Background: an optimization exercise with open tools, aiming at small area. Do not read the settings as production practice.
Function was checked by simulation only, so behaviour that the tests miss may differ from the original.
No activity file was given, so power comes from the tool's default toggle rates.

==> flow/design.v <==
module radd #(parameter W = 4) (input [W-1:0] a, b, input ci,
                                output [W-1:0] s, output co);
  wire [W:0] c;
  assign c[0] = ci;
  genvar i;
  generate for (i = 0; i < W; i = i + 1) begin : g
    assign s[i] = a[i] ^ b[i] ^ c[i];
    assign c[i+1] = (a[i] & b[i]) | (c[i] & (a[i] ^ b[i]));
  end endgenerate
  assign co = c[W];
endmodule
module bcdadd (input [3:0] x, y, input ci, output [3:0] r, output dc);
  wire [3:0] s;
  wire s4;
  radd #(4) u (x, y, ci, s, s4);
  assign dc = s4 | (s[3] & (s[2] | s[1]));
  assign r = {s[3] ^ (dc & (s[2] | s[1])), s[2] ^ (dc & ~s[1]), s[1] ^ dc, s[0]};
endmodule
module countertest(input clk, original, input [3:0] in, input rstn,
                   input [3:0] operations, output [7:0] y,
                   output [3:0] Anode_Activate);
  function [3:0] nc(input [3:0] v);
    nc = {~(v[3] | v[2] | v[1]), v[2] ^ v[1], v[1], ~v[0]};
  endfunction
  function [3:0] add3(input [3:0] v);
    add3 = (v[3] | (v[2] & (v[1] | v[0]))) ? v + 4'd3 : v;
  endfunction
  reg [3:0] cnt;                        
  wire tick = cnt[3] & cnt[0];
  always @(posedge clk or posedge rstn)
    if (rstn) cnt <= 4'd5;
    else      cnt <= tick ? 4'd0 : cnt + 4'd1;
  reg [1:0] rc;
  always @(posedge clk or posedge rstn)
    if (rstn) rc <= 2'd0;
    else if (tick) rc <= rc + 2'd1;
  reg [3:0] p1, ps, pf;
  reg [3:0] D0, D1, D2, D3;
  always @(posedge clk) if (tick) begin
    p1 <= in;
    ps <= p1;
    pf <= ps;
  end
  wire [3:0] pe = ps & ~pf;
  function [3:0] step(input [3:0] d, input e, input i);
    step = !e ? d : (d[3] & d[0]) ? 4'd0 :
           i ? {d[3] | (d[2] & d[1] & d[0]), d[2] ^ (d[1] & d[0]), d[1] ^ d[0], ~d[0]} : d;
  endfunction
  always @(posedge clk or posedge rstn)
    if (rstn) begin
      D0 <= 4'd0; D1 <= 4'd0; D2 <= 4'd0; D3 <= 4'd0;
    end else if (tick) begin
      D0 <= step(D0, pe[0], in[0]);
      D1 <= step(D1, pe[1], in[1]);
      D2 <= step(D2, pe[2], in[2]);
      D3 <= step(D3, pe[3], in[3]);
    end
  wire [3:0] a = D0, b = D1, c = D2, d = D3;
  wire [1:0] k = rc + 2'd1;             
  wire two = ~|c & (d == 4'd2);         
  wire dz  = ~|c & ~|d;                 
  wire [3:0] u1s; wire u1c;
  radd #(4) ad1 (a, {1'b0, b[3:1]}, 1'b0, u1s, u1c);               
  wire [5:0] m1 = {u1c, u1s, b[0]};                                 
  wire [5:0] m1p; wire m1c;
  radd #(6) ad1c (m1, 6'd0, two, m1p, m1c);
  wire [3:0] N63; wire Nc;
  radd #(4) ad1d (a, {1'b0, m1p[5:3]}, 1'b0, N63, Nc);
  wire [6:0] N = {N63, m1p[2:0]};
  wire [3:0] v1s; wire v1c;
  radd #(4) ad2 (c, {1'b0, d[3:1]}, 1'b0, v1s, v1c);
  wire [5:0] m2 = {v1c, v1s, d[0]};
  wire [3:0] n263; wire n2c;
  radd #(4) ad2d (c, {1'b0, m2[5:3]}, 1'b0, n263, n2c);
  wire [6:0] n2 = {n263, m2[2:0]};
  reg nb, mb;
  always @* case (cnt)
    4'd2: begin nb = N[6]; mb = n2[6]; end
    4'd3: begin nb = N[5]; mb = n2[5]; end
    4'd4: begin nb = N[4]; mb = n2[4]; end
    4'd5: begin nb = N[3]; mb = n2[3]; end
    4'd6: begin nb = N[2]; mb = n2[2]; end
    4'd7: begin nb = N[1]; mb = n2[1]; end
    default: begin nb = N[0]; mb = n2[0]; end
  endcase
  wire first = (cnt == 4'd2);
  reg [3:0] P0, P1, P2, P3;
  wire [3:0] z0 = P0 & {4{~first}}, z1 = P1 & {4{~first}};
  wire [3:0] z2 = P2 & {4{~first}}, z3 = P3 & {4{~first}};
  wire [3:0] h0 = add3(z0), h1 = add3(z1), h2 = add3(z2);
  wire [3:0] d0 = {h0[2:0], 1'b0};
  wire [3:0] d1 = {h1[2:0], h0[3]};
  wire [3:0] d2 = {h2[2:0], h1[3]};
  wire [3:0] d3 = {z3[2:0], h2[3]};
  wire sub = ~operations[0];
  wire neg = {c, d} > {a, b};
  wire dm = original | ~|operations;
  wire az = dm & ~k[1];                 
  wire bz = dm & k[1];                  
  wire [3:0] A0 = tick ? ((sub & ~dm ? nc(d) : d) & {4{~az}}) : d0;
  wire [3:0] A1 = tick ? ((sub & ~dm ? nc(c) : c) & {4{~az}}) : d1;
  wire g = tick ? ~bz : mb;
  wire [3:0] r0, r1;
  wire c1, c2;
  bcdadd ua0 (A0, b & {4{g}}, tick & sub & ~dm & ~neg, r0, c1);
  bcdadd ua1 (A1, a & {4{g}}, c1, r1, c2);
  wire c3 = c2 & d2[3] & d2[0];
  wire [3:0] r2 = c3 ? 4'd0 : d2 + c2;
  wire [3:0] r3 = d3 + c3;
  always @(posedge clk) begin
    P0 <= r0; P1 <= r1; P2 <= r2; P3 <= r3;
  end
  wire cn = sub & ~dm & neg;            
  wire [3:0] s0 = cn ? nc(r0) : r0;
  wire [3:0] s1 = cn ? nc(r1) : r1;
  reg  [6:0] R;
  reg  [7:0] Q;
  wire [7:0] Tr = {R & {7{~first}}, nb};
  wire [7:0] df;
  wire ge;
  radd #(8) sb (Tr, ~{1'b0, n2}, 1'b1, df, ge);
  wire [7:0] Qo = Q & {8{~first}};
  wire [3:0] qh = add3(Qo[7:4]), ql = add3(Qo[3:0]);
  always @(posedge clk) begin
    R <= ge ? df[6:0] : Tr[6:0];
    Q <= {qh[2:0], ql, ge};
  end
  reg [3:0] T;
  reg       op;
  reg [3:0] nd;
  reg       nop;
  always @* begin
    nop = 1'b1;
    if (dm | operations[0] | ~(operations[1] | operations[2])) begin
      nop = ~dm;
      nd = (dm | k[1]) ? (k[0] ? s0 : s1) : {3'd0, k[0] & c2 & ~sub};
    end
    else if (operations[1]) begin
      if (dz) nd = 4'd0;
      else case (k) 2'd0: nd = P3; 2'd1: nd = P2; 2'd2: nd = P1; default: nd = P0; endcase
    end else
      nd = (dz | ~k[1]) ? 4'd0 : k[0] ? Q[3:0] : Q[7:4];
  end
  always @(posedge clk) if (tick) begin
    T  <= nd;
    op <= nop;
  end
  assign Anode_Activate = ~(4'b1000 >> rc);
  wire [3:0] dig = (rc == 2'd0 && neg && operations[3] && !original) ? 4'hf : T;
  reg  [6:0] seg;
  always @* case (dig)
    4'd0: seg = 7'b0000001;  4'd1: seg = 7'b1001111;
    4'd2: seg = 7'b0010010;  4'd3: seg = 7'b0000110;
    4'd4: seg = 7'b1001100;  4'd5: seg = 7'b0100100;
    4'd6: seg = 7'b0100000;  4'd7: seg = 7'b0001111;
    4'd8: seg = 7'b0000000;  4'd9: seg = 7'b0000100;
    4'd15: seg = 7'b1111110;
    default: seg = 7'b1111111;
  endcase
  assign y = {~(rc == 2'd1 && !op), seg};
endmodule
==> flow/flow/run.sh <==
#!/bin/bash
# Layout flow: the standard ORFS flow (standard.sh) with these changes,
# all made through ORFS variables and a copy of ORFS's synth.tcl:
#  - synthesis maps the combinational logic with flow/area.abc instead of the
#    ORFS ABC script, and leaves adders to ABC (no extract_fa adder cells, no
#    Kogge-Stone carry lookahead); flip-flops are mapped by the same
#    dfflibmap step, so the registers are those of the standard synthesis;
#  - every port still gets a buffer, a buf_1 cell;
#  - CTS builds the clock tree from clkbuf_4 cells without dummy loads; if a
#    flip-flop clock pin of the finished layout then has a slew above
#    110 ps, CTS and the later steps are run again with clkbuf_8 cells.
# Each tool's output goes to a log file in this folder (flow_*.log) and to
# ORFS's own logs under orfs/logs.
set -uo pipefail
W=$(pwd)
F=$W/flow
sed -e "s|^\(\s*\)log_cmd abc {\*}\$abc_args|\1set abc_args [lreplace \$abc_args 1 1 $F/area.abc]; log_cmd abc {*}\$abc_args|" \
    -e 's|"-extra-map $::env(FLOW_HOME)/platforms/common/lcu_kogge_stone.v"|""|' \
    "$FLOW_HOME/scripts/synth.tcl" > "$W/own_orfs_synth.tcl"
grep -q "area.abc" "$W/own_orfs_synth.tcl" || { echo "synth.tcl patch failed"; exit 1; }
sed -e "s|source \$::env(SCRIPTS_DIR)/synth.tcl|source $W/own_orfs_synth.tcl|" \
    "$W/synth_recipe.tcl" > "$W/own_synth.tcl"
grep -q "own_orfs_synth" "$W/own_synth.tcl" || { echo "synth_recipe.tcl patch failed"; exit 1; }

mkscript () {   # $1: clock buffer cell, $2: script name
  local cts="-sink_clustering_enable -repair_clock_nets -dont_use_dummy_load -root_buf $1 -buf_list $1"
  sed -e "s|SYNTH_SCRIPT=[^ ]*|SYNTH_SCRIPT=$W/own_synth.tcl ADDER_MAP_FILE= 'BUFFER_PORTS_ARGS=-buffer_cell sky130_fd_sc_hd__buf_1' 'CTS_ARGS=$cts'|" \
      "$W/standard.sh" > "$W/$2"
  grep -q "own_synth.tcl" "$W/$2" || { echo "standard.sh patch failed"; exit 1; }
}
mkscript sky130_fd_sc_hd__clkbuf_4 own_standard.sh
mkscript sky130_fd_sc_hd__clkbuf_8 own_standard8.sh

bash "$W/own_standard.sh" finish > "$W/flow_make.log" 2>&1
rc=$?
tail -n 20 "$W/flow_make.log"
[ $rc -eq 0 ] || exit $rc

RES=$(ls -d "$W"/orfs/results/*/countertest/base)
LIB_FILE=$(ls "$FLOW_HOME"/platforms/sky130hd/lib/sky130_fd_sc_hd__tt_025C_1v80.lib) RES=$RES \
  openroad -no_init -exit "$F/clkslew.tcl" > "$W/flow_slew.log" 2>&1
slew=$(sed -n 's/^MAXCLKSLEW //p' "$W/flow_slew.log")
echo "clock pin slew with clkbuf_4: ${slew:-unknown} ns"
if [ -z "$slew" ] || python3 -c "import sys; sys.exit(0 if float('$slew') > 0.050 else 1)"; then
  echo "rebuilding the clock tree with clkbuf_8"
  rm -f "$W/out/final.def"
  bash "$W/own_standard8.sh" clean_cts clean_route clean_finish > "$W/flow_clean.log" 2>&1
  bash "$W/own_standard8.sh" finish > "$W/flow_make8.log" 2>&1
  rc=$?
  tail -n 20 "$W/flow_make8.log"
  exit $rc
fi
exit 0
==> flow/flow/area.abc <==
strash
&get -n
&deepsyn -T 20
&dch -f
&nf -a
&put
topo
==> flow/flow/clkslew.tcl <==
# Largest slew at a flip-flop clock pin of the final layout, with its
# extracted parasitics. Prints "MAXCLKSLEW <ns>".
read_liberty $::env(LIB_FILE)
read_db $::env(RES)/6_final.odb
read_sdc $::env(RES)/6_final.sdc
read_spef $::env(RES)/6_final.spef
set mx 0
foreach p [get_pins -hierarchical */CLK] {
  foreach prop {slew_max_rise slew_max_fall} {
    set s [get_property $p $prop]
    if {$s > $mx} { set mx $s }
  }
}
puts "MAXCLKSLEW $mx"
==> flow/standard.sh <==
#!/bin/bash
# synth_recipe.tcl (not shown) runs the flow's synth.tcl, then flattens the netlist and writes it again
# the make line also repeats each setting of config.mk as NAME=value (left out here)
make -C /OpenROAD-flow-scripts/flow DESIGN_CONFIG=/design/flow/config.mk WORK_HOME=/design/flow/orfs CLKGATE_MAP_FILE= SYNTH_SCRIPT=/design/flow/synth_recipe.tcl "${@:-finish}"
==> flow/config.mk <==
export PLATFORM = sky130hd
export DESIGN_NAME = countertest
export DESIGN_NICKNAME = countertest
export VERILOG_FILES = /design/flow/design.v
export SDC_FILE = /design/flow/constraint.sdc
export NUM_CORES = 4
export LEC_CHECK = 0
export CAP_MARGIN = 20
export CORE_MARGIN = 2
export CORE_UTILIZATION = 70
export GPL_TIMING_DRIVEN = 0
export SLEW_MARGIN = 20
==> flow/constraint.sdc <==
create_clock -name core_clock -period 250.0 [get_ports {clk}]
set_input_delay 50.0000 -clock core_clock [delete_from_list [all_inputs] [get_ports {clk}]]
set_output_delay 50.0000 -clock core_clock [all_outputs]
set_load 0.01 [all_outputs]
==> flow_summary.json, run 1 <==
{
  "outcome": "timing/DRC/antenna clean",
  "cts.path.max_buffers": 2,
  "synthTopCellsByArea": "dfxtp_1 14%, edfxtp_1 12%, dfrtp_1 11%, nand2_1 6.3%, a21oi_1 4.5%",
  "portBuffers": 22,
  "reg2reg_from": "D3[1]",
  "area_growth_pct": 6.857,
  "diodes": 0,
  "wire_per_inst_um": 16.91,
  "grt_pass1_vias": 3922,
  "yosys-mux-area-fraction_pct": 1.714,
  "viasPerCell": 6.657,
  "dieArea_um2": 6905,
  "slew_headroom_pct": 33.45,
  "mostFrequentLayoutCells": "73 x nand2_1, 51 x nor2_1, 39 x a21oi_1, 35 x o21ai_0, 31 x dfxtp_1",
  "rr_worst_depth": 21,
  "synth_top_family_by_area": "simple AND/OR/NAND/NOR gates",
  "drc_errors": 0,
  "reg2reg_setup_slack_ns": 243.13,
  "cts_tree": "built",
  "place.gp.congestion": 1.010,
  "synth_cell_type_count": 60,
  "grtUsageTotal_pct": 31.64,
  "maxCapViolCount": 0,
  "die_w_um": 83.10,
  "cts_made_buffers": 9,
  "antenna_found_initial": 0,
  "rsz0062_at_grt": "no",
  "crit_required_ns": 200.00,
  "antenna_left": 0,
  "post-route-period-util_pct": 40.45,
  "tightest_slew_ns": 0.9921,
  "syn-mean-instance-area_um2": 8.405,
  "synth-compound-area-share_pct": 23.46,
  "grt_start_max_net_pins": 28,
  "finalSetupViolCount": 0,
  "htree_levels": 3,
  "cp_max_fo": 7,
  "drive_above_1_share_pct": 2.355,
  "cts_resized": 0,
  "synth_fa_ha_area_share_pct": 1.829,
  "r2r_end": "P3[3]",
  "drt-initial-drc-count": 307,
  "hold_class": "reg -> reg",
  "vias": 4174,
  "worstSetupStartpoint": "original",
  "ys_ff_latch": 70,
  "cp.arrival_ns": 51.12,
  "cts_root_buffer": "clkbuf_8",
  "synthXorXnorAreaFrac_pct": 8.571,
  "synth_flop_cell": "dfxtp_1",
  "min_path_cells": 0,
  "syn_area_um2": 4379,
  "synth_edf_count": 17,
  "hold_viol": 0,
  "syn_nets": 532,
  "num_rows": 28,
  "fin_nets": 565,
  "vdd_drop_max_uv": 7.563,
  "clock_sinks": 70,
  "layout_commonest_cell": "nand2_1",
  "initial_core_util_pct": 73.10,
  "ctsHoldBuffers": 0,
  "core_area_um2": 5991,
  "first_pass_iters": 6,
  "yosysSeqAreaShare_pct": 38.46,
  "async_flop_share_pct": 31.43,
  "synth_top_area_cell": "dfxtp_1",
  "synthSimpleGateAreaFrac_pct": 23.91,
  "startpoint_type": "primary input",
  "worstHoldEndpoint": "ps[0]",
  "clk-insertion-delay-late_ns": 0.36,
  "p_total_w": 0.00003385,
  "cp-end-kind": "output port",
  "power_density_nw_per_um2": 7.233,
  "hpwl_um": 7835,
  "finalCriticalPeriod_ns": 101.12,
  "grt-ovfl-total": 0,
  "hp-start": "p1[0]",
  "yosys_warnings": 1,
  "yosysTopAreaCellShare_pct": 14.17,
  "finalSetupTns_ns": 0,
  "clk_pin_slew_ns": 0.07,
  "cts_setup_buffers": 0,
  "die_y_um": 83.10,
  "wl_um": 10600,
  "crit_type": "in -> out",
  "skew_ns": 0.01698,
  "slew_violations": 0,
  "grt_pass1_wl_um": 17770,
  "maxClockFrequency_mhz": 9.889,
  "netlist_instances": 521,
  "io_pins": 23,
  "leakage_nw": 1.802
}
[registers in the layout, indices dropped and copies added, names as in the netlist]
| register | count |
|---|---|
| rc | 2 |
| P3 | 4 |
| Q | 8 |
| ps | 4 |
| D2 | 4 |
| D3 | 4 |
| p1 | 4 |
| D1 | 4 |
| P2 | 4 |
| op | 1 |
| R | 7 |
| T | 4 |
| P1 | 4 |
| P0 | 4 |
| pf | 4 |
| cnt | 4 |
| D0 | 4 |
[final cells by class]
class,count,area (um^2)
multi-input cells,427,2605
flip-flops and latches,70,1684
fillers,429,1311
clock buffers,9,123.9
well taps,75,93.84
inverters,24,90.09
repair buffers,22,82.58
[synthesized netlist by cell type, types with 8 or more instances]
master	number
nand3_1	12
and2_0	9
edfxtp_1	17
o21ai_0	35
or2_0	10
nor2b_1	10
nand2_1	73
dfxtp_1	31
maj3_1	8
nor3_1	17
a21oi_1	39
xor2_1	13
nor2_1	51
clkinv_1	24
dfrtp_1	20
xnor2_1	22
o22ai_1	8
[kinds of logic after synthesis]
family	after synthesis
flip-flops	70
adder cells (fa/ha/maj)	8
multiplexers	5
buffers and inverters	24
XOR/XNOR	38
AO/OA/AOI/OAI	157
AND/OR/NAND/NOR	219
[power by group]
group          internal [W]    total, W  switching, W  leakage, nW
sequential        0.0000139   0.0000164    0.00000243        0.708
combinational    0.00000466   0.0000105    0.00000588         1.03
clock            0.00000320  0.00000692    0.00000372       0.0647
total             0.0000218   0.0000338     0.0000120         1.80
[critical path: stages]
cell and delay [ns]:
buf_1 0.23, nor3_1 0.13, a21oi_1 0.32, o31ai_1 0.16, nand2b_1 0.16, buf_1 0.12
[metrics by stage]
step,instances,setup WS (ns),hold slack [ns],area [um^2],util [%]
final,627,148.88,0.4219,4679,78.11
after global routing,627,148.73,0.4438,4679,78.11
after CTS,627,148.87,0.4241,4679,78.11
after detailed placement,618,148.87,0.4146,4556,76.04
after global placement,618,148.98,0.4038,4556,76.04
after floorplan,521,149.24,0.4003,4379,-
[layer usage]
layer / share of wire [%] / up-vias / global-route usage [%]
met4: 3.6 / 0 / 15.05
met3: 7.1 / 43 / 6.064
met5: 0 / - / 0
met1: 42 / 1942 / 40.04
met2: 47 / 190 / 52.27
li1: - / 1999 / -
[worst max path at each step]
stage,depth (start not counted),slack (ns),to
floorplan,5,149.24,y[3]
global placement,6,148.98,y[3]
detailed placement,6,148.87,y[3]
CTS,6,148.87,y[3]
global route,6,148.73,y[3]
finish,6,148.88,y[3]
==> run 2: changes to the inputs <==
--- a/flow/flow/run.sh
+++ b/flow/flow/run.sh
@@ -43,3 +43,3 @@
 echo "clock pin slew with clkbuf_4: ${slew:-unknown} ns"
-if [ -z "$slew" ] || python3 -c "import sys; sys.exit(0 if float('$slew') > 0.050 else 1)"; then
+if [ -z "$slew" ] || python3 -c "import sys; sys.exit(0 if float('$slew') > 0.110 else 1)"; then
   echo "rebuilding the clock tree with clkbuf_8"
==> run 2 against run 1 <==
Still clean. Setup slack unchanged. Clock power about the same. Largest cell class unchanged. Register-to-register slack about the same. Global-route usage unchanged.
==> flow_summary.json, run 2 <==
{
  "die_y_um": 83.10,
  "wl_um": 10600,
  "reg2reg_setup_slack_ns": 243.13,
  "cp.arrival_ns": 51.12,
  "first_pass_iters": 6,
  "wire_per_inst_um": 16.91,
  "fill_cells": 429,
  "num_rows": 28,
  "synth_commonest_cells": "73 x nand2_1, 51 x nor2_1, 39 x a21oi_1",
  "die_w_um": 83.10,
  "place.gp.congestion": 1.010,
  "outcome": "timing/DRC/antenna clean",
  "synthTopCellsByArea": "dfxtp_1 14%, edfxtp_1 12%, dfrtp_1 11%, nand2_1 6.3%, a21oi_1 4.5%",
  "drt-initial-drc-count": 307,
  "antenna_found_initial": 0,
  "vdd_drop_max_uv": 7.563,
  "area_growth_pct": 6.857,
  "finalCriticalPeriod_ns": 101.12,
  "cpMaxStageDelayCell": "a21oi_1",
  "cp_cell_sequence": "buf_1 -> nor3_1 -> a21oi_1 -> o31ai_1 -> nand2b_1 -> buf_1",
  "worstSetupStartpoint": "original",
  "synth_top_area_cell": "dfxtp_1",
  "crit_required_ns": 200.00,
  "initial_core_util_pct": 73.10,
  "drive_above_1_share_pct": 2.355,
  "core_area_um2": 5991,
  "syn_nets": 532,
  "yosysTopAreaCellShare_pct": 14.17,
  "slew_violations": 0,
  "rsz0062_at_grt": "no",
  "reg2reg_from": "D3[1]",
  "dieArea_um2": 6905,
  "power_density_nw_per_um2": 7.233,
  "largest_reg_flops": 8,
  "cts_setup_buffers": 0,
  "rr_worst_depth": 21,
  "finalSetupViolCount": 0,
  "mostFrequentLayoutCells": "73 x nand2_1, 51 x nor2_1, 39 x a21oi_1, 35 x o21ai_0, 31 x dfxtp_1",
  "hold_ws_ns": 0.4219,
  "worst_path_most_repeated_cell": "buf_1",
  "cts_made_buffers": 9,
  "drc_errors": 0,
  "grt_start_max_net_pins": 28,
  "top_register": "Q",
  "grt_pass1_wl_um": 17770,
  "maxCapViolCount": 0,
  "cp-end-kind": "output port",
  "portBuffers": 22,
  "diodes": 0,
  "clock_sinks": 70,
  "grt_pass1_vias": 3922,
  "htree_levels": 3,
  "cts_resized": 0,
  "synth_flop_cell": "dfxtp_1",
  "skew_ns": 0.01698,
  "cts.path.max_buffers": 2,
  "hold_viol": 0,
  "synth_cell_type_count": 60,
  "cts_tree": "built",
  "startpoint_type": "primary input",
  "largestRegisters": "Q: 8 flops, R: 7 flops",
  "synth.most_common_cell": "nand2_1",
  "cts_root_buffer": "clkbuf_8",
  "clk-insertion-delay-late_ns": 0.36,
  "syn-mean-instance-area_um2": 8.405,
  "layout_commonest_cell": "nand2_1",
  "post-route-period-util_pct": 40.45,
  "clk_pin_slew_ns": 0.07,
  "crit_end": "y[3]",
  "dpl-instance-area_um2": 4556,
  "slew_headroom_pct": 33.45,
  "hpwl_um": 7835,
  "async_flop_share_pct": 31.43,
  "crit_type": "in -> out",
  "ys_ff_latch": 70,
  "antenna_left": 0,
  "synth_edf_count": 17,
  "hold_class": "reg -> reg",
  "ctsHoldBuffers": 0,
  "yosys_warnings": 1,
  "finalInstanceArea_um2": 4679,
  "syn_area_um2": 4379,
  "p_total_w": 0.00003385,
  "io_pins": 23,
  "yosysSeqAreaShare_pct": 38.46,
  "maxClockFrequency_mhz": 9.889,
  "grtUsageTotal_pct": 31.64,
  "tightest_slew_ns": 0.9921,
  "grt-ovfl-total": 0,
  "viasPerCell": 6.657,
  "fin_nets": 565,
  "cp_max_fo": 7,
  "finalSetupTns_ns": 0,
  "critical-path-max-stage-delay_ns": 0.32,
  "netlist_instances": 521,
  "vias": 4174,
  "leakage_nw": 1.802,
  "r2r_end": "P3[3]"
}
[run 2: cell families (layout without fill, tap and decap cells)]
| group | after synthesis | in the layout | synth area share [%] |
|---|---|---|---|
| DFF | 70 | 70 | 38.46 |
| muxes | 5 | 5 | 1.714 |
| buffers and inverters | 24 | 55 | 2.057 |
| AOI/OAI and AO/OA | 157 | 157 | 23.46 |
| adders and majority gates | 8 | 8 | 1.829 |
| xor gates and xnor gates | 38 | 38 | 8.571 |
| and+or+nand+nor | 219 | 219 | 23.91 |
[run 2: routing by layer]
| metal | GRT usage [%] | part of all wire [%] | up-vias |
|---|---|---|---|
| li1 | - | - | 1999 |
| met1 | 40.04 | 42 | 1942 |
| met2 | 52.27 | 47 | 190 |
| met3 | 6.064 | 7.1 | 43 |
| met4 | 15.05 | 3.6 | 0 |
| met5 | 0 | 0 | - |
[run 2: critical path, delay by kind of cell]
family / cells / cell delay [ns]
simple gates: 2 / 0.29
buf+inv: 2 / 0.35
compound gates: 2 / 0.48
[run 2: how the worst min path moves through the flow]
stage	start	endpoint	slack, ns	cells past startpoint
2_1_floorplan	p1[0]	ps[0]	0.40	0
3_3_place_gp	p1[3]	ps[3]	0.40	0
3_5_place_dp	p1[1]	ps[1]	0.41	0
4_1_cts	p1[0]	ps[0]	0.42	0
5_1_grt	p1[0]	ps[0]	0.44	0
6_report	p1[0]	ps[0]	0.42	0
[run 2: cell type report]
| cell class | instances | area [um^2] | area share, % |
|---|---|---|---|
| inverter | 24 | 90.09 | 1.925 |
| timing repair buffer | 22 | 82.58 | 1.765 |
| tap | 75 | 93.84 | 2.005 |
| clock buffer | 9 | 123.9 | 2.647 |
| sequential | 70 | 1684 | 35.99 |
| multi-input combinational | 427 | 2605 | 55.67 |
[run 2: metrics by stage]
| stage | setup slack (ns) | cells | utilization [%] |
|---|---|---|---|
| after global placement | 148.98 | 618 | 76.04 |
| final | 148.88 | 627 | 78.11 |
| after CTS | 148.87 | 627 | 78.11 |
| after global routing | 148.73 | 627 | 78.11 |
| after floorplan | 149.24 | 521 | - |
| after detailed placement | 148.87 | 618 | 76.04 |
[run 2: power breakdown]
part | internal, W | total [W] | switching, W
clock | 0.00000320 | 0.00000692 | 0.00000372
combinational | 0.00000466 | 0.0000105 | 0.00000588
sequential | 0.0000139 | 0.0000164 | 0.00000243
total | 0.0000218 | 0.0000338 | 0.0000120
==> run 3: changes to the inputs <==
--- a/flow/flow/run.sh
+++ b/flow/flow/run.sh
@@ -4,5 +4,7 @@
 #  - synthesis maps the combinational logic with flow/area.abc instead of the
-#    ORFS ABC script, and leaves adders to ABC (no extract_fa adder cells, no
-#    Kogge-Stone carry lookahead); flip-flops are mapped by the same
-#    dfflibmap step, so the registers are those of the standard synthesis;
+#    ORFS ABC script, run with six &deepsyn seeds, keeping the smallest
+#    result (flow/abc_multi.tcl), and leaves adders to ABC (no extract_fa
+#    adder cells, no Kogge-Stone carry lookahead); flip-flops are mapped by
+#    the same dfflibmap step, so the registers are those of the standard
+#    synthesis;
 #  - every port still gets a buffer, a buf_1 cell;
@@ -10,3 +12,3 @@
 #    flip-flop clock pin of the finished layout then has a slew above
-#    110 ps, CTS and the later steps are run again with clkbuf_8 cells.
+#    118 ps, CTS and the later steps are run again with clkbuf_8 cells.
 # Each tool's output goes to a log file in this folder (flow_*.log) and to
@@ -16,6 +18,13 @@
 F=$W/flow
-sed -e "s|^\(\s*\)log_cmd abc {\*}\$abc_args|\1set abc_args [lreplace \$abc_args 1 1 $F/area.abc]; log_cmd abc {*}\$abc_args|" \
+# one ABC script per &deepsyn seed; abc_multi.tcl keeps the smallest result
+scripts=""
+for sd in 0 1 2 3 4 5; do
+  sed "s/&deepsyn -T 20/\&deepsyn -T 20 -S $sd/" "$F/area.abc" > "$W/own_area_$sd.abc"
+  scripts="$scripts $W/own_area_$sd.abc"
+done
+{ echo "set own_abc_scripts {$scripts}"; cat "$F/abc_multi.tcl"; } > "$W/own_abc_multi.tcl"
+sed -e "s|^\(\s*\)log_cmd abc {\*}\$abc_args|\1source $W/own_abc_multi.tcl|" \
     -e 's|"-extra-map $::env(FLOW_HOME)/platforms/common/lcu_kogge_stone.v"|""|' \
     "$FLOW_HOME/scripts/synth.tcl" > "$W/own_orfs_synth.tcl"
-grep -q "area.abc" "$W/own_orfs_synth.tcl" || { echo "synth.tcl patch failed"; exit 1; }
+grep -q "own_abc_multi.tcl" "$W/own_orfs_synth.tcl" || { echo "synth.tcl patch failed"; exit 1; }
 sed -e "s|source \$::env(SCRIPTS_DIR)/synth.tcl|source $W/own_orfs_synth.tcl|" \
@@ -43,3 +52,3 @@
 echo "clock pin slew with clkbuf_4: ${slew:-unknown} ns"
-if [ -z "$slew" ] || python3 -c "import sys; sys.exit(0 if float('$slew') > 0.110 else 1)"; then
+if [ -z "$slew" ] || python3 -c "import sys; sys.exit(0 if float('$slew') > 0.118 else 1)"; then
   echo "rebuilding the clock tree with clkbuf_8"
==> flow/flow/abc_multi.tcl (new file) <==
# Included in place of synth.tcl's ABC call. Maps the logic with ABC once per
# script in own_abc_scripts (the same script with different &deepsyn seeds)
# and keeps the result with the smallest standard-cell area.
design -save own_pre_abc
set own_best -1
foreach own_script $own_abc_scripts {
  design -load own_pre_abc
  log_cmd abc {*}[lreplace $abc_args 1 1 $own_script]
  set own_txt [tee -q -s result.string stat {*}$lib_args]
  set own_area -1
  regexp {Chip area for module[^:]*:\s*([0-9.]+)} $own_txt -> own_area
  puts "own flow: ABC script $own_script gives area $own_area"
  if { $own_area > 0 && ($own_best < 0 || $own_area < $own_best) } {
    set own_best $own_area
    design -save own_best_abc
  }
}
design -load own_best_abc
puts "own flow: kept area $own_best"
==> run 3 against run 2 <==
Still clean on timing, DRC and antenna. Via count is 1.1% higher. Worst hold slack improved by 0.013 ns. Utilization is 1.1 points lower. Power decreased by 13%. Setup slack better by 0.10 ns. First-iteration DRC count increased by 24%. Sequential power fell by 4%. Critical endpoint unchanged. Clock-buffer cell count stayed put. Non-clock buffer count increased by 1. Synthesized area is 1.2% lower. Flip-flop and latch count unchanged. Largest cell class unchanged.
==> flow_summary.json, run 3 <==
{
  "wire_per_inst_um": 17.48,
  "place.gp.congestion": 0.9197,
  "core_area_um2": 5956,
  "clk-insertion-delay-late_ns": 0.43,
  "maxCapViolCount": 0,
  "cts_setup_buffers": 0,
  "post-place-ws_ns": 149.00,
  "r2r_end": "T[2]",
  "area_growth_pct": 6.046,
  "yosys_warnings": 1,
  "yosysTopAreaCellShare_pct": 14.35,
  "grt-ovfl-total": 0,
  "crit_type": "in -> out",
  "cts_tree": "built",
  "htree_levels": 3,
  "grt_pass1_wl_um": 17390,
  "grtUsageTotal_pct": 33.72,
  "reg2reg_setup_slack_ns": 242.15,
  "die_y_um": 82.61,
  "die_w_um": 82.61,
  "dieArea_um2": 6824,
  "cp-end-kind": "output port",
  "largest_reg_flops": 8,
  "synth.most_common_cell": "nand2_1",
  "dpl-instance-area_um2": 4514,
  "grt_start_max_net_pins": 23,
  "cts_root_buffer": "clkbuf_4",
  "setup_slack_ns": 148.98,
  "num_rows": 28,
  "multi_input_area_um2": 2587,
  "antenna_found_initial": 0,
  "syn_area_um2": 4325,
  "ys_ff_latch": 70,
  "largestRegisters": "Q: 8 flops, R: 7 flops",
  "viasPerCell": 6.727,
  "p_total_w": 0.00002930,
  "async_flop_share_pct": 31.43,
  "synthTopCellsByArea": "dfxtp_1 14%, edfxtp_1 12%, dfrtp_1 12%, nand2_1 5.6%, nor2_1 4.9%",
  "rr_worst_depth": 24,
  "initial_core_util_pct": 72.63,
  "syn-mean-instance-area_um2": 8.318,
  "slew_headroom_pct": 32.30,
  "finalSetupViolCount": 0,
  "ctsHoldBuffers": 0,
  "vias": 4218,
  "slew_violations": 0,
  "cp_max_fo": 4,
  "fin_nets": 565,
  "top_register": "Q",
  "wl_um": 10960,
  "power_density_nw_per_um2": 6.387,
  "drt-initial-drc-count": 381,
  "grt_pass1_vias": 3936,
  "cts_made_buffers": 9,
  "synth_top_area_cell": "dfxtp_1",
  "fill_cells": 415,
  "synth_edf_count": 17,
  "diodes": 0,
  "cp.arrival_ns": 51.02,
  "skew_ns": 0.03614,
  "clock_sinks": 70,
  "netlist_instances": 520,
  "syn_nets": 531,
  "worstSetupStartpoint": "original",
  "clk_pin_slew_ns": 0.10,
  "maxClockFrequency_mhz": 9.899,
  "leakage_nw": 1.676,
  "crit_required_ns": 200.00,
  "vdd_drop_max_uv": 6.464,
  "drc_errors": 0,
  "hold_viol": 0,
  "synth_commonest_cells": "64 x nand2_1, 56 x nor2_1, 34 x o21ai_0",
  "drive_above_1_share_pct": 2.536,
  "finalInstanceArea_um2": 4587,
  "io_pins": 23,
  "synth_flop_cell": "dfxtp_1",
  "tightest_slew_ns": 0.9900,
  "finalCriticalPeriod_ns": 101.02,
  "hpwl_um": 8023,
  "portBuffers": 22,
  "startpoint_type": "primary input",
  "cts.path.max_buffers": 2,
  "final-seq-area_um2": 1684,
  "layout_commonest_cell": "nand2_1",
  "first_pass_iters": 5,
  "mostFrequentLayoutCells": "64 x nand2_1, 56 x nor2_1, 34 x o21ai_0, 31 x dfxtp_1, 31 x a21oi_1",
  "hold_class": "reg -> reg",
  "outcome": "timing/DRC/antenna clean",
  "yosysSeqAreaShare_pct": 38.94,
  "antenna_left": 0,
  "cts_resized": 0,
  "rsz0062_at_grt": "no",
  "post-route-period-util_pct": 40.41,
  "synth_cell_type_count": 52,
  "crit_end": "y[3]",
  "hold_ws_ns": 0.4349,
  "finalSetupTns_ns": 0,
  "reg2reg_from": "D3[2]"
}
[run 3: cell types whose count changed in the layout (fill, tap and decap cells not counted), moves of 5 or more]
| cell | previous run | this run |
|---|---|---|
| clkbuf_4 | 0 | 9 |
| clkbuf_8 | 9 | 0 |
| nand2_1 | 73 | 64 |
| xor2_1 | 13 | 22 |
| a21oi_1 | 39 | 31 |
| clkinv_1 | 24 | 17 |
| or3_1 | 3 | 10 |
| a22oi_1 | 7 | 2 |
| nor2_1 | 51 | 56 |
| nor3_1 | 17 | 22 |
[run 3: final cells by class]
class / instances / area share [%]
flip-flops and latches: 70 / 36.72
inverters: 17 / 1.391
repair buffers: 23 / 1.964
well taps: 75 / 2.046
clock buffers: 9 / 1.473
multi-input cells: 433 / 56.41
[run 3: how the worst min path moves through the flow]
| stage | end | slack, ns | from | cells after the start |
|---|---|---|---|---|
| after floorplan | ps[0] | 0.40 | p1[0] | 0 |
| after global placement | ps[1] | 0.40 | p1[1] | 0 |
| after detailed placement | ps[0] | 0.41 | p1[0] | 0 |
| after CTS | ps[2] | 0.43 | p1[2] | 0 |
| after global routing | ps[3] | 0.44 | p1[3] | 0 |
| final | ps[3] | 0.43 | p1[3] | 0 |
[run 3: stage by stage]
stage / utilization (%) / cells
floorplan: - / 520
global placement: 75.59 / 617
detailed placement: 75.80 / 618
CTS: 76.93 / 627
global route: 77.02 / 627
finish: 77.02 / 627
[run 3: worst max-delay path: stages]
cell and delay [ns]:
buf_1 0.14, nor2_1 0.10, nand3_1 0.13, nand2_1 0.10, a21oi_1 0.18, o31ai_1 0.11
nand2b_1 0.14, buf_1 0.12
[run 3: cell families (layout without fill, tap and decap cells)]
kind of cell               count (synthesis)  in the layout  synth area share (%)
DFF                                       70             70                 38.94
muxes                                      2              2                0.5206
adders and majority gates                  7              7                 1.620
and+or+nand+nor                          227            227                 25.17
xor gates and xnor gates                  45             45                 9.112
AOI/OAI and AO/OA                        152            152                 23.17
buffers and inverters                     17             49                 1.475
[run 3: per-layer routing]
| layer | wire length (um) | part of all wire, % | track usage [%] | vias to the layer above |
|---|---|---|---|---|
| met5 | 0 | 0 | 0 | - |
| met4 | 365 | 3.3 | 20.16 | 0 |
| met3 | 804 | 7.3 | 6.848 | 43 |
| met2 | 5298 | 48 | 57.74 | 207 |
| met1 | 4493 | 41 | 38.77 | 1970 |
| li1 | - | - | - | 1998 |
[run 3: where the power goes]
part	internal [W]	leakage [nW]	switching, W	total (W)
Combinational	0.00000374	0.921	0.00000465	0.00000839
Clock	0.00000167	0.0414	0.00000359	0.00000526
Sequential	0.0000135	0.714	0.00000212	0.0000157
Total	0.0000189	1.68	0.0000104	0.0000293
==> run 4: changes to the inputs <==
--- a/flow/design.v
+++ b/flow/design.v
@@ -32,6 +32,6 @@
     else      cnt <= tick ? 4'd0 : cnt + 4'd1;
-  reg [1:0] rc;
+  reg [1:0] k;
   always @(posedge clk or posedge rstn)
-    if (rstn) rc <= 2'd0;
-    else if (tick) rc <= rc + 2'd1;
+    if (rstn) k <= 2'd1;
+    else if (tick) k <= k + 2'd1;
   reg [3:0] p1, ps, pf;
@@ -58,13 +58,4 @@
   wire [3:0] a = D0, b = D1, c = D2, d = D3;
-  wire [1:0] k = rc + 2'd1;             
   wire two = ~|c & (d == 4'd2);         
   wire dz  = ~|c & ~|d;                 
-  wire [3:0] u1s; wire u1c;
-  radd #(4) ad1 (a, {1'b0, b[3:1]}, 1'b0, u1s, u1c);               
-  wire [5:0] m1 = {u1c, u1s, b[0]};                                 
-  wire [5:0] m1p; wire m1c;
-  radd #(6) ad1c (m1, 6'd0, two, m1p, m1c);
-  wire [3:0] N63; wire Nc;
-  radd #(4) ad1d (a, {1'b0, m1p[5:3]}, 1'b0, N63, Nc);
-  wire [6:0] N = {N63, m1p[2:0]};
   wire [3:0] v1s; wire v1c;
@@ -75,11 +66,11 @@
   wire [6:0] n2 = {n263, m2[2:0]};
-  reg nb, mb;
+  reg mb;
   always @* case (cnt)
-    4'd2: begin nb = N[6]; mb = n2[6]; end
-    4'd3: begin nb = N[5]; mb = n2[5]; end
-    4'd4: begin nb = N[4]; mb = n2[4]; end
-    4'd5: begin nb = N[3]; mb = n2[3]; end
-    4'd6: begin nb = N[2]; mb = n2[2]; end
-    4'd7: begin nb = N[1]; mb = n2[1]; end
-    default: begin nb = N[0]; mb = n2[0]; end
+    4'd2: mb = n2[6];
+    4'd3: mb = n2[5];
+    4'd4: mb = n2[4];
+    4'd5: mb = n2[3];
+    4'd6: mb = n2[2];
+    4'd7: mb = n2[1];
+    default: mb = n2[0];
   endcase
@@ -115,5 +106,18 @@
   wire [3:0] s1 = cn ? nc(r1) : r1;
+  wire b9 = b[3] & b[0];
+  wire [3:0] a1 = a + (two & b9);                    
+  wire [3:0] b1 = (two & b9) ? 4'd0 : b + two;       
   reg  [6:0] R;
-  reg  [7:0] Q;
-  wire [7:0] Tr = {R & {7{~first}}, nb};
+  reg  [3:0] X;
+  wire [3:0] w1s; wire w1c;
+  radd #(4) ad3 (R[3:0], {1'b0, b1[3:1]}, 1'b0, w1s, w1c);
+  wire [5:0] m3 = {w1c, w1s, b1[0]};
+  wire [3:0] x263; wire x2c;
+  radd #(4) ad3d (R[3:0], {1'b0, m3[5:3]}, 1'b0, x263, x2c);
+  wire [6:0] X2 = {x263, m3[2:0]};
+  wire p1f = k[0] ? (cnt == 4'd1) : (cnt == 4'd5);   
+  wire p2f = k[0] & (cnt == 4'd5);                   
+  wire [6:0] Ri = p1f ? 7'd0 : p2f ? {4'd0, X2[6:4]} : R;
+  wire [3:0] Xi = p1f ? a1 : p2f ? X2[3:0] : X;
+  wire [7:0] Tr = {Ri, Xi[3]};
   wire [7:0] df;
@@ -121,7 +125,5 @@
   radd #(8) sb (Tr, ~{1'b0, n2}, 1'b1, df, ge);
-  wire [7:0] Qo = Q & {8{~first}};
-  wire [3:0] qh = add3(Qo[7:4]), ql = add3(Qo[3:0]);
   always @(posedge clk) begin
     R <= ge ? df[6:0] : Tr[6:0];
-    Q <= {qh[2:0], ql, ge};
+    X <= {Xi[2:0], ge};
   end
@@ -141,3 +143,3 @@
     end else
-      nd = (dz | ~k[1]) ? 4'd0 : k[0] ? Q[3:0] : Q[7:4];
+      nd = (dz | ~k[1]) ? 4'd0 : X;
   end
@@ -147,4 +149,4 @@
   end
-  assign Anode_Activate = ~(4'b1000 >> rc);
-  wire [3:0] dig = (rc == 2'd0 && neg && operations[3] && !original) ? 4'hf : T;
+  assign Anode_Activate = ~{k == 2'd1, k == 2'd2, k == 2'd3, k == 2'd0};
+  wire [3:0] dig = (k == 2'd1 && neg && operations[3] && !original) ? 4'hf : T;
   reg  [6:0] seg;
@@ -159,3 +161,3 @@
   endcase
-  assign y = {~(rc == 2'd1 && !op), seg};
+  assign y = {~(k == 2'd2 && !op), seg};
 endmodule
==> run 4 against run 3 <==
Setup slack got worse by 0.67 ns. Sequential share of layout area shrank 1.5 points. Synthesized cell count grew 3.3%. Clock-buffer cell count did not move. Non-clock buffer count down 1. Utilization is 0.51 points higher. Combinational power is 29% higher. Sequential power fell by 6%. Synthesized area down 1.7%. Routed wire length decreased by 11%. Clock power grew 28%.
==> flow_summary.json, run 4 <==
{
  "num_rows": 28,
  "worstSetupStartpoint": "original",
  "critical-path-max-stage-delay_ns": 0.63,
  "synth_edf_count": 17,
  "cp.arrival_ns": 51.69,
  "hold_viol": 0,
  "leakage_nw": 1.803,
  "post-place-ws_ns": 147.98,
  "rsz0062_at_grt": "no",
  "cts_root_buffer": "clkbuf_8",
  "place.gp.congestion": 0.9889,
  "clk_pin_slew_ns": 0.08,
  "async_flop_share_pct": 33.33,
  "cp_cell_sequence": "buf_1 -> nor4b_2 -> nor3_1 -> nand2b_1 -> xor2_1 -> or3_1 -> buf_1",
  "clock_sinks": 66,
  "min_path_cells": 0,
  "yosysTopAreaCellShare_pct": 12.71,
  "ctsHoldBuffers": 0,
  "synth_flop_cell": "dfxtp_1",
  "worst_path_most_repeated_cell": "buf_1",
  "slew_violations": 0,
  "cts_made_buffers": 9,
  "dieArea_um2": 6713,
  "wire_per_inst_um": 15.18,
  "synthTopCellsByArea": "dfxtp_1 13%, edfxtp_1 12%, dfrtp_1 11%, nand2_1 7.7%, a21oi_1 6.6%",
  "drt-initial-drc-count": 462,
  "synth_cell_type_count": 45,
  "antenna_found_initial": 0,
  "finalSetupViolCount": 0,
  "layout_commonest_cell": "nand2_1",
  "grtUsageTotal_pct": 31.00,
  "vias": 4023,
  "hp-start": "p1[3]",
  "drc_errors": 0,
  "synth.most_common_cell": "nand2_1",
  "outcome": "timing/DRC/antenna clean",
  "grt_pass1_wl_um": 15850,
  "ys_ff_latch": 66,
  "slew_headroom_pct": 29.13,
  "area_growth_pct": 7.328,
  "crit_type": "in -> out",
  "htree_levels": 3,
  "core_area_um2": 5886,
  "antenna_left": 0,
  "largest_reg_flops": 7,
  "die_w_um": 81.94,
  "io_pins": 23,
  "fill_cells": 457,
  "grt-ovfl-total": 0,
  "portBuffers": 22,
  "diodes": 0,
  "viasPerCell": 6.257,
  "vdd_drop_max_uv": 5.338,
  "dpl-instance-area_um2": 4433,
  "cp-end-kind": "output port",
  "reg2reg_setup_slack_ns": 242.89,
  "worstHoldEndpoint": "ps[3]",
  "synth_commonest_cells": "87 x nand2_1, 56 x a21oi_1, 44 x o21ai_0",
  "wl_um": 9759,
  "netlist_instances": 537,
  "cts_resized": 0,
  "syn_area_um2": 4252,
  "setup_slack_ns": 148.31,
  "synth_top_area_cell": "dfxtp_1",
  "finalSetupTns_ns": 0,
  "cpMaxStageDelayCell": "nor4b_2",
  "fin_nets": 581,
  "cts_setup_buffers": 0,
  "cts.path.max_buffers": 2,
  "grt_pass1_vias": 3463,
  "clk-insertion-delay-late_ns": 0.35,
  "rr_worst_depth": 24,
  "crit_required_ns": 200.00,
  "finalInstanceArea_um2": 4563,
  "syn-mean-instance-area_um2": 7.917,
  "reg2reg_from": "D2[1]",
  "first_pass_iters": 8,
  "syn_nets": 548,
  "initial_core_util_pct": 72.24,
  "hold_class": "reg -> reg",
  "tightest_slew_ns": 1.063,
  "mostFrequentLayoutCells": "87 x nand2_1, 56 x a21oi_1, 44 x o21ai_0, 42 x nor2_1",
  "yosys_warnings": 1,
  "startpoint_type": "primary input",
  "top_register": "R",
  "skew_ns": 0.02312,
  "die_y_um": 81.94,
  "r2r_end": "T[3]",
  "maxCapViolCount": 0,
  "hpwl_um": 7165,
  "post-route-period-util_pct": 40.68,
  "grt_start_max_net_pins": 27,
  "fin_util_pct": 77.53,
  "yosysSeqAreaShare_pct": 37.76,
  "cp_max_fo": 7,
  "cts_tree": "built",
  "finalCriticalPeriod_ns": 101.69,
  "path_delay_family": "simple AND/OR/NAND/NOR gates",
  "drive_above_1_share_pct": 2.465,
  "power_density_nw_per_um2": 7.067,
  "path_buf_inv": 2,
  "maxClockFrequency_mhz": 9.834
}
run 4: cell types whose count changed after synthesis, moves of 8 or more:
cell / change
a21oi_1: +25
nand2_1: +23
nand3_1: +15
nor2_1: -14
nor3_1: -12
o21ai_0: +10
xnor2_1: +8
run 4: cells by family after synthesis:
| family | synth area share, % |
|---|---|
| simple gates | 24.07 |
| buf+inv | 2.031 |
| xor+xnor | 11.12 |
| compound gates | 23.13 |
| fa+ha+maj | 1.413 |
| flops | 37.76 |
| mux | 0.4709 |
run 4: per-stage QoR:
stage | hold WS, ns | cells | power [W]
after global placement | 0.4081 | 634 | 0.00002505
after detailed placement | 0.4082 | 634 | 0.00002551
final | 0.4187 | 643 | 0.00003225
after CTS | 0.4224 | 643 | 0.00003218
after global routing | 0.4245 | 643 | 0.00003438
after floorplan | 0.4003 | 537 | 0.00002341
run 4: how the worst max path moves through the flow:
| stage | to | slack, ns | cells after the start |
|---|---|---|---|
| floorplan | y[2] | 148.49 | 5 |
| global placement | y[2] | 148.06 | 7 |
| detailed placement | y[2] | 147.98 | 7 |
| CTS | y[2] | 147.98 | 7 |
| global route | y[2] | 148.18 | 7 |
| finish | y[2] | 148.31 | 7 |
run 4: per-layer routing:
metal  up-vias  routed length (um)  track usage (%)
li1       1987                   -                -
met1      1848                4257            41.37
met2       181                4616            49.92
met3         7                 800            6.703
met4         0                  83            10.83
met5         -                   0                0
run 4: area by class of cell:
class / instances / area [um^2] / area share, %
multi-input cells: 448 / 2571 / 56.35
inverters: 23 / 86.33 / 1.892
well taps: 75 / 93.84 / 2.056
flip-flops and latches: 66 / 1605 / 35.18
clock buffers: 9 / 123.9 / 2.715
repair buffers: 22 / 82.58 / 1.810
run 4: power breakdown:
part,switching [W],internal [W],leakage (nW),total [W]
registers,0.00000184,0.0000129,0.681,0.0000147
logic,0.00000608,0.00000471,1.06,0.0000108
clock network,0.00000351,0.00000320,0.0647,0.00000671
==> run 5: changes to the inputs <==
--- a/flow/design.v
+++ b/flow/design.v
@@ -78,5 +78,3 @@
   reg [3:0] P0, P1, P2, P3;
-  wire [3:0] z0 = P0 & {4{~first}}, z1 = P1 & {4{~first}};
-  wire [3:0] z2 = P2 & {4{~first}}, z3 = P3 & {4{~first}};
-  wire [3:0] h0 = add3(z0), h1 = add3(z1), h2 = add3(z2);
+  wire [3:0] h0 = add3(P0), h1 = add3(P1), h2 = add3(P2);
   wire [3:0] d0 = {h0[2:0], 1'b0};
@@ -84,3 +82,3 @@
   wire [3:0] d2 = {h2[2:0], h1[3]};
-  wire [3:0] d3 = {z3[2:0], h2[3]};
+  wire [3:0] d3 = {P3[2:0], h2[3]};
   wire sub = ~operations[0];
@@ -90,4 +88,4 @@
   wire bz = dm & k[1];                  
-  wire [3:0] A0 = tick ? ((sub & ~dm ? nc(d) : d) & {4{~az}}) : d0;
-  wire [3:0] A1 = tick ? ((sub & ~dm ? nc(c) : c) & {4{~az}}) : d1;
+  wire [3:0] A0 = tick ? ((sub & ~dm ? nc(d) : d) & {4{~az}}) : d0 & {4{~first}};
+  wire [3:0] A1 = tick ? ((sub & ~dm ? nc(c) : c) & {4{~az}}) : d1 & {4{~first}};
   wire g = tick ? ~bz : mb;
@@ -98,4 +96,4 @@
   wire c3 = c2 & d2[3] & d2[0];
-  wire [3:0] r2 = c3 ? 4'd0 : d2 + c2;
-  wire [3:0] r3 = d3 + c3;
+  wire [3:0] r2 = (c3 | first) ? 4'd0 : d2 + c2;
+  wire [3:0] r3 = first ? 4'd0 : d3 + c3;
   always @(posedge clk) begin
==> run 5 against run 4 <==
Design area is 1.9% lower. Combinational power is 6% higher. Still clean. Non-clock buffer count is 1 higher. Routed wire length is 2.2% higher. Clock-buffer cell count stayed put. Global-route usage is 0.26 points higher. Die area is 0.65% lower. Flip-flop and latch count stayed put. Final cell count is 1.9% lower. Clock power is 25% lower. Synthesized cell count is 2.4% lower. Setup slack worse by 0.087 ns.
==> flow_summary.json, run 5 <==
{
  "drive_above_1_share_pct": 2.518,
  "finalSetupViolCount": 0,
  "syn_nets": 535,
  "vias": 3903,
  "initial_core_util_pct": 71.75,
  "wire_per_inst_um": 15.81,
  "htree_levels": 3,
  "cts_root_buffer": "clkbuf_4",
  "antenna_found_initial": 0,
  "cts.path.max_buffers": 2,
  "ctsHoldBuffers": 0,
  "finalInstanceArea_um2": 4474,
  "clk_pin_slew_ns": 0.09,
  "first_pass_iters": 5,
  "finalCriticalPeriod_ns": 101.78,
  "drc_errors": 0,
  "synth_flop_cell": "dfxtp_1",
  "yosys_warnings": 1,
  "outcome": "timing/DRC/antenna clean",
  "p_total_w": 0.00003148,
  "synth.most_common_cell": "nand2_1",
  "io_pins": 23,
  "dieArea_um2": 6670,
  "drt-initial-drc-count": 281,
  "hold_ws_ns": 0.4347,
  "power_density_nw_per_um2": 7.036,
  "syn_area_um2": 4223,
  "viasPerCell": 6.185,
  "path_delay_family": "simple AND/OR/NAND/NOR gates",
  "slew_violations": 0,
  "cts_tree": "built",
  "skew_ns": 0.01830,
  "clock_sinks": 66,
  "top_register": "R",
  "wl_um": 9977,
  "fin_nets": 569,
  "largest_reg_flops": 7,
  "grt_start_max_net_pins": 26,
  "finalSetupTns_ns": 0,
  "cts_resized": 0,
  "die_w_um": 81.67,
  "grt-ovfl-total": 0,
  "synth_edf_count": 17,
  "die_y_um": 81.67,
  "worst_path_most_repeated_cell": "buf_1",
  "rsz0062_at_grt": "no",
  "synth_top_area_cell": "dfxtp_1",
  "hpwl_um": 7556,
  "yosysSeqAreaShare_pct": 38.01,
  "synth_cell_type_count": 43,
  "fin_util_pct": 76.02,
  "mostFrequentLayoutCells": "63 x nand2_1, 54 x nor2_1, 52 x a21oi_1, 48 x o21ai_0, 36 x xnor2_1",
  "synthTopCellsByArea": "dfxtp_1 13%, edfxtp_1 12%, dfrtp_1 11%, xnor2_1 7.5%, a21oi_1 6.2%",
  "core_area_um2": 5886,
  "startpoint_type": "primary input",
  "netlist_instances": 524,
  "grtUsageTotal_pct": 31.26,
  "hold_class": "reg -> reg",
  "num_rows": 28,
  "path_buf_inv": 3,
  "dpl-instance-area_um2": 4407,
  "cpMaxStageDelayCell": "o21ai_0",
  "area_growth_pct": 5.956,
  "yosysTopAreaCellShare_pct": 12.80,
  "grt_pass1_wl_um": 15830,
  "portBuffers": 22,
  "clk-insertion-delay-late_ns": 0.42,
  "syn-mean-instance-area_um2": 8.059,
  "cts_setup_buffers": 0,
  "hold_viol": 0,
  "maxClockFrequency_mhz": 9.826,
  "cp_cell_sequence": "buf_1 -> nor2_1 -> and3_1 -> or2_0 -> o21ai_0 -> xnor2_1 -> clkinv_1 -> or3_1 -> buf_1",
  "cts_made_buffers": 9,
  "cp.arrival_ns": 51.77,
  "async_flop_share_pct": 33.33,
  "tightest_slew_ns": 0.9686,
  "critical-path-max-stage-delay_ns": 0.31,
  "cp-end-kind": "output port",
  "place.gp.congestion": 0.9062,
  "leakage_nw": 1.714,
  "antenna_left": 0,
  "cp_max_fo": 7,
  "grt_pass1_vias": 3442,
  "diodes": 0,
  "vdd_drop_max_uv": 5.745,
  "synth_commonest_cells": "63 x nand2_1, 54 x nor2_1, 52 x a21oi_1",
  "slew_headroom_pct": 34.74,
  "ys_ff_latch": 66,
  "crit_required_ns": 200.00,
  "post-route-period-util_pct": 40.71,
  "crit_type": "in -> out",
  "maxCapViolCount": 0,
  "layout_commonest_cell": "nand2_1"
}
==> run 5: cell count changes after synthesis, sizes merged, moves of 7 or more <==
cell,previous run,this run
a31oi,13,5
nand2,87,63
nand2b,13,6
nor2,42,54
nand3,31,16
clkinv,23,31
==> run 5: worst paths after layout <==
check | startpoint | to | slack (ns) | cells after the start
min in group asynchronous | rstn | D2[1] | 49.60 | 2
hold / removal | p1[0] | ps[0] | 0.43 | 0
setup / recovery | original | y[2] | 148.23 | 9
max in group asynchronous | rstn | D1[3] | 199.99 | 2
hold reg to reg | p1[0] | ps[0] | 0.43 | 0
setup reg to reg | D2[1] | T[2] | 243.20 | 24
==> run 5: routing by layer <==
metal	track usage [%]	share of wire, %	vias up
met3	5.275	5.6	24
li1	-	-	1924
met1	40.04	45	1806
met2	52.13	47	149
met4	13.83	2.3	0
met5	0	0	-
==> run 5: layout make-up <==
class | count | area (um^2)
fillers | 471 | 1411
clock buffers | 9 | 67.56
inverters | 31 | 116.4
repair buffers | 23 | 90.09
multi-input cells | 427 | 2501
flip-flops and latches | 66 | 1605
well taps | 75 | 93.84
==> run 5: per-stage QoR <==
| step | setup WS, ns | std cells |
|---|---|---|
| after floorplan | 148.58 | 524 |
| after CTS | 148.25 | 631 |
| final | 148.23 | 631 |
| after global placement | 148.35 | 621 |
| after detailed placement | 148.26 | 622 |
| after global routing | 148.05 | 631 |
==> run 5: power breakdown <==
group	internal [W]	total [W]	switching, W
logic	0.00000520	0.0000114	0.00000620
clock network	0.00000167	0.00000504	0.00000337
registers	0.0000130	0.0000150	0.00000206
==> run 5: kinds of logic (layout without fill, tap and decap cells) <==
group,after synthesis,count (layout),share of synthesized area (%)
multiplexers,2,2,0.7703
XOR/XNOR,57,57,11.82
flip-flops,66,66,38.02
AND/OR/NAND/NOR,195,195,21.27
adder cells (fa/ha/maj),12,12,2.845
AO/OA/AOI/OAI,161,161,22.52
buffers and inverters,31,63,2.756
==> run 6: changes to the inputs <==
--- a/flow/flow/run.sh
+++ b/flow/flow/run.sh
@@ -10,3 +10,3 @@
 #  - every port still gets a buffer, a buf_1 cell;
-#  - CTS builds the clock tree from clkbuf_4 cells without dummy loads; if a
+#  - CTS builds the clock tree from buf_6 cells without dummy loads; if a
 #    flip-flop clock pin of the finished layout then has a slew above
@@ -39,3 +39,3 @@
 }
-mkscript sky130_fd_sc_hd__clkbuf_4 own_standard.sh
+mkscript sky130_fd_sc_hd__buf_6 own_standard.sh
 mkscript sky130_fd_sc_hd__clkbuf_8 own_standard8.sh
@@ -51,3 +51,3 @@
 slew=$(sed -n 's/^MAXCLKSLEW //p' "$W/flow_slew.log")
-echo "clock pin slew with clkbuf_4: ${slew:-unknown} ns"
+echo "clock pin slew with buf_6: ${slew:-unknown} ns"
 if [ -z "$slew" ] || python3 -c "import sys; sys.exit(0 if float('$slew') > 0.118 else 1)"; then
==> run 6 against run 5 <==
Still clean. Worst hold slack got worse by 0.0043 ns. Synthesized area stayed put. Register-to-register slack barely moved. Critical endpoint unchanged.
==> flow_summary.json, run 6 <==
{
  "grtUsageTotal_pct": 31.36,
  "fin_nets": 569,
  "cp_max_fo": 7,
  "ys_ff_latch": 66,
  "place.gp.congestion": 0.9062,
  "synth_top_area_cell": "dfxtp_1",
  "vias": 3915,
  "synthTopCellsByArea": "dfxtp_1 13%, edfxtp_1 12%, dfrtp_1 11%, xnor2_1 7.5%, a21oi_1 6.2%",
  "cts_tree": "built",
  "finalSetupTns_ns": 0,
  "cp_cell_sequence": "buf_1 -> nor2_1 -> and3_1 -> or2_0 -> o21ai_0 -> xnor2_1 -> clkinv_1 -> or3_1 -> buf_1",
  "rr_worst_depth": 24,
  "worst_path_most_repeated_cell": "buf_1",
  "crit_required_ns": 200.00,
  "syn_nets": 535,
  "power_density_nw_per_um2": 7.298,
  "route.met2.wl_um": 4660,
  "cts_made_buffers": 9,
  "outcome": "timing/DRC/antenna clean",
  "dieArea_um2": 6670,
  "skew_ns": 0.01171,
  "cts.path.max_buffers": 2,
  "layout_commonest_cell": "nand2_1",
  "first_pass_iters": 6,
  "tightest_slew_ns": 0.9764,
  "cp-end-kind": "output port",
  "fin_util_pct": 76.59,
  "die_y_um": 81.67,
  "antenna_left": 0,
  "slew_violations": 0,
  "cp.arrival_ns": 51.77,
  "fill_cells": 456,
  "wl_um": 9945,
  "hold_viol": 0,
  "grt_pass1_wl_um": 15880,
  "initial_core_util_pct": 71.75,
  "syn-mean-instance-area_um2": 8.059,
  "wl_met1_um": 4424,
  "grt-ovfl-total": 0,
  "cts_resized": 0,
  "antenna_found_initial": 0,
  "vdd_drop_max_uv": 6.227,
  "path_delay_family": "simple AND/OR/NAND/NOR gates",
  "finalInstanceArea_um2": 4508,
  "min_path_cells": 0,
  "reg2reg_setup_slack_ns": 243.21,
  "grt_start_max_net_pins": 26,
  "critical-path-max-stage-delay_ns": 0.31,
  "maxClockFrequency_mhz": 9.826,
  "area_growth_pct": 6.755,
  "clk_pin_slew_ns": 0.07,
  "post-route-period-util_pct": 40.71,
  "finalCriticalPeriod_ns": 101.77,
  "clk-insertion-delay-late_ns": 0.31,
  "wire_per_inst_um": 15.76,
  "drt-initial-drc-count": 311,
  "drive_above_1_share_pct": 2.518,
  "synth_commonest_cells": "63 x nand2_1, 54 x nor2_1, 52 x a21oi_1",
  "ctsHoldBuffers": 0,
  "io_pins": 23,
  "wl_met3_um": 598,
  "maxCapViolCount": 0,
  "highest_layer": "met4",
  "netlist_instances": 524,
  "worst-path-stages": 9,
  "hpwl_um": 7556,
  "top_register": "R",
  "grt_pass1_vias": 3468,
  "crit_type": "in -> out",
  "synth.most_common_cell": "nand2_1",
  "path_buf_inv": 3,
  "syn_area_um2": 4223,
  "async_flop_share_pct": 33.33,
  "largest_reg_flops": 7,
  "dpl-instance-area_um2": 4407,
  "synth_flop_cell": "dfxtp_1",
  "htree_levels": 3,
  "rsz0062_at_grt": "no",
  "yosys_warnings": 1,
  "diodes": 0,
  "cpMaxStageDelayCell": "o21ai_0",
  "startpoint_type": "primary input",
  "portBuffers": 22,
  "core_area_um2": 5886,
  "yosysSeqAreaShare_pct": 38.01,
  "cts_setup_buffers": 0,
  "hold_class": "reg -> reg",
  "drc_errors": 0,
  "viasPerCell": 6.204,
  "leakage_nw": 1.727,
  "num_rows": 28,
  "clock_sinks": 66,
  "cts_root_buffer": "buf_6",
  "finalSetupViolCount": 0,
  "die_w_um": 81.67,
  "synth_cell_type_count": 43,
  "mostFrequentLayoutCells": "63 x nand2_1, 54 x nor2_1, 52 x a21oi_1, 48 x o21ai_0, 36 x xnor2_1",
  "yosysTopAreaCellShare_pct": 12.80,
  "slew_headroom_pct": 34.22,
  "synth_edf_count": 17
}
[run 6: cell counts after synthesis]
Identical to the previous run, type by type.
[run 6: cell families (layout without fill, tap and decap cells)]
group / count (synthesis) / count (layout) / share of synthesized area, %
AOI/OAI and AO/OA: 161 / 161 / 22.52
buffers and inverters: 31 / 63 / 2.756
xor gates and xnor gates: 57 / 57 / 11.82
adders and majority gates: 12 / 12 / 2.845
DFF: 66 / 66 / 38.02
and+or+nand+nor: 195 / 195 / 21.27
muxes: 2 / 2 / 0.7703
[run 6: cell type report]
cell class / instances / area (um^2) / share of cell area (%)
multi-input combinational: 427 / 2501 / 55.48
tap: 75 / 93.84 / 2.082
inverter: 31 / 116.4 / 2.581
sequential: 66 / 1605 / 35.61
timing repair buffer: 23 / 90.09 / 1.998
clock buffer: 9 / 101.3 / 2.248
[run 6: final timing paths]
check | from | to
worst max-delay path | original | y[2]
worst min-delay path | p1[3] | ps[3]
worst max register to register | D2[1] | T[2]
worst min register to register | p1[3] | ps[3]
max in group asynchronous | rstn | D1[3]
min in group asynchronous | rstn | D2[1]
[run 6: power breakdown]
| group | internal (W) | switching [W] | total, W | leakage (nW) |
|---|---|---|---|---|
| Combinational | 0.00000520 | 0.00000624 | 0.0000114 | 0.992 |
| Sequential | 0.0000130 | 0.00000204 | 0.0000151 | 0.681 |
| Clock | 0.00000276 | 0.00000364 | 0.00000640 | 0.0545 |
| Total | 0.0000210 | 0.0000119 | 0.0000329 | 1.73 |
[run 6: stage by stage]
stage / hold slack, ns / std cells / setup WS (ns) / power [W]
finish: 0.4304 / 631 / 148.23 / 0.00003290
floorplan: 0.4003 / 524 / 148.58 / 0.00002390
global route: 0.4418 / 631 / 148.05 / 0.00003487
CTS: 0.4368 / 631 / 148.25 / 0.00003274
detailed placement: 0.4077 / 622 / 148.26 / 0.00002639
global placement: 0.4177 / 621 / 148.35 / 0.00002569
[run 6: per-layer routing]
metal / GRT usage [%] / vias up
met5: 0 / -
met4: 13.83 / 0
met3: 5.495 / 25
met2: 52.38 / 133
met1: 39.99 / 1827
li1: - / 1930

-- what the ideal ports hide --
No port has a modelled driver above. Below, the same layouts with a new extraction and two added sets of constraints.
Step 1 (the two cells are an assumption about what drives the block):
set clk [get_ports {clk}]
set_driving_cell -lib_cell sky130_fd_sc_hd__clkbuf_16 $clk
set_driving_cell -lib_cell sky130_fd_sc_hd__buf_2 [delete_from_list [all_inputs] $clk]
Step 2 adds t to the input delays and takes it off the output delays; t is the mean of the earliest and latest rising clock arrival at the registers after step 1. Input paths then give back, and output paths get back, about the clock's delay inside the block.
Slacks: ideal ports / drivers / drivers and shift; pairs: ideal ports / drivers.
run	shift t [ns]	setup WS [ns]	worst setup path after step 2	worst register clock-pin slew, ns	pins driven straight from the clock port
run 1	0.381	148.881 / 148.860 / 148.860	input to output	0.07 / 0.07	1
run 2	0.381	148.881 / 148.860 / 148.860	input to output	0.07 / 0.07	1
run 3	0.440	148.981 / 148.955 / 148.955	input to output	0.11 / 0.11	1
run 4	0.370	148.312 / 148.289 / 148.289	input to output	0.08 / 0.08	1
run 5	0.441	148.225 / 148.197 / 148.197	input to output	0.10 / 0.10	1
run 6	0.335	148.226 / 148.198 / 148.198	input to output	0.07 / 0.07	1
After both steps setup and hold are still met in every run listed.
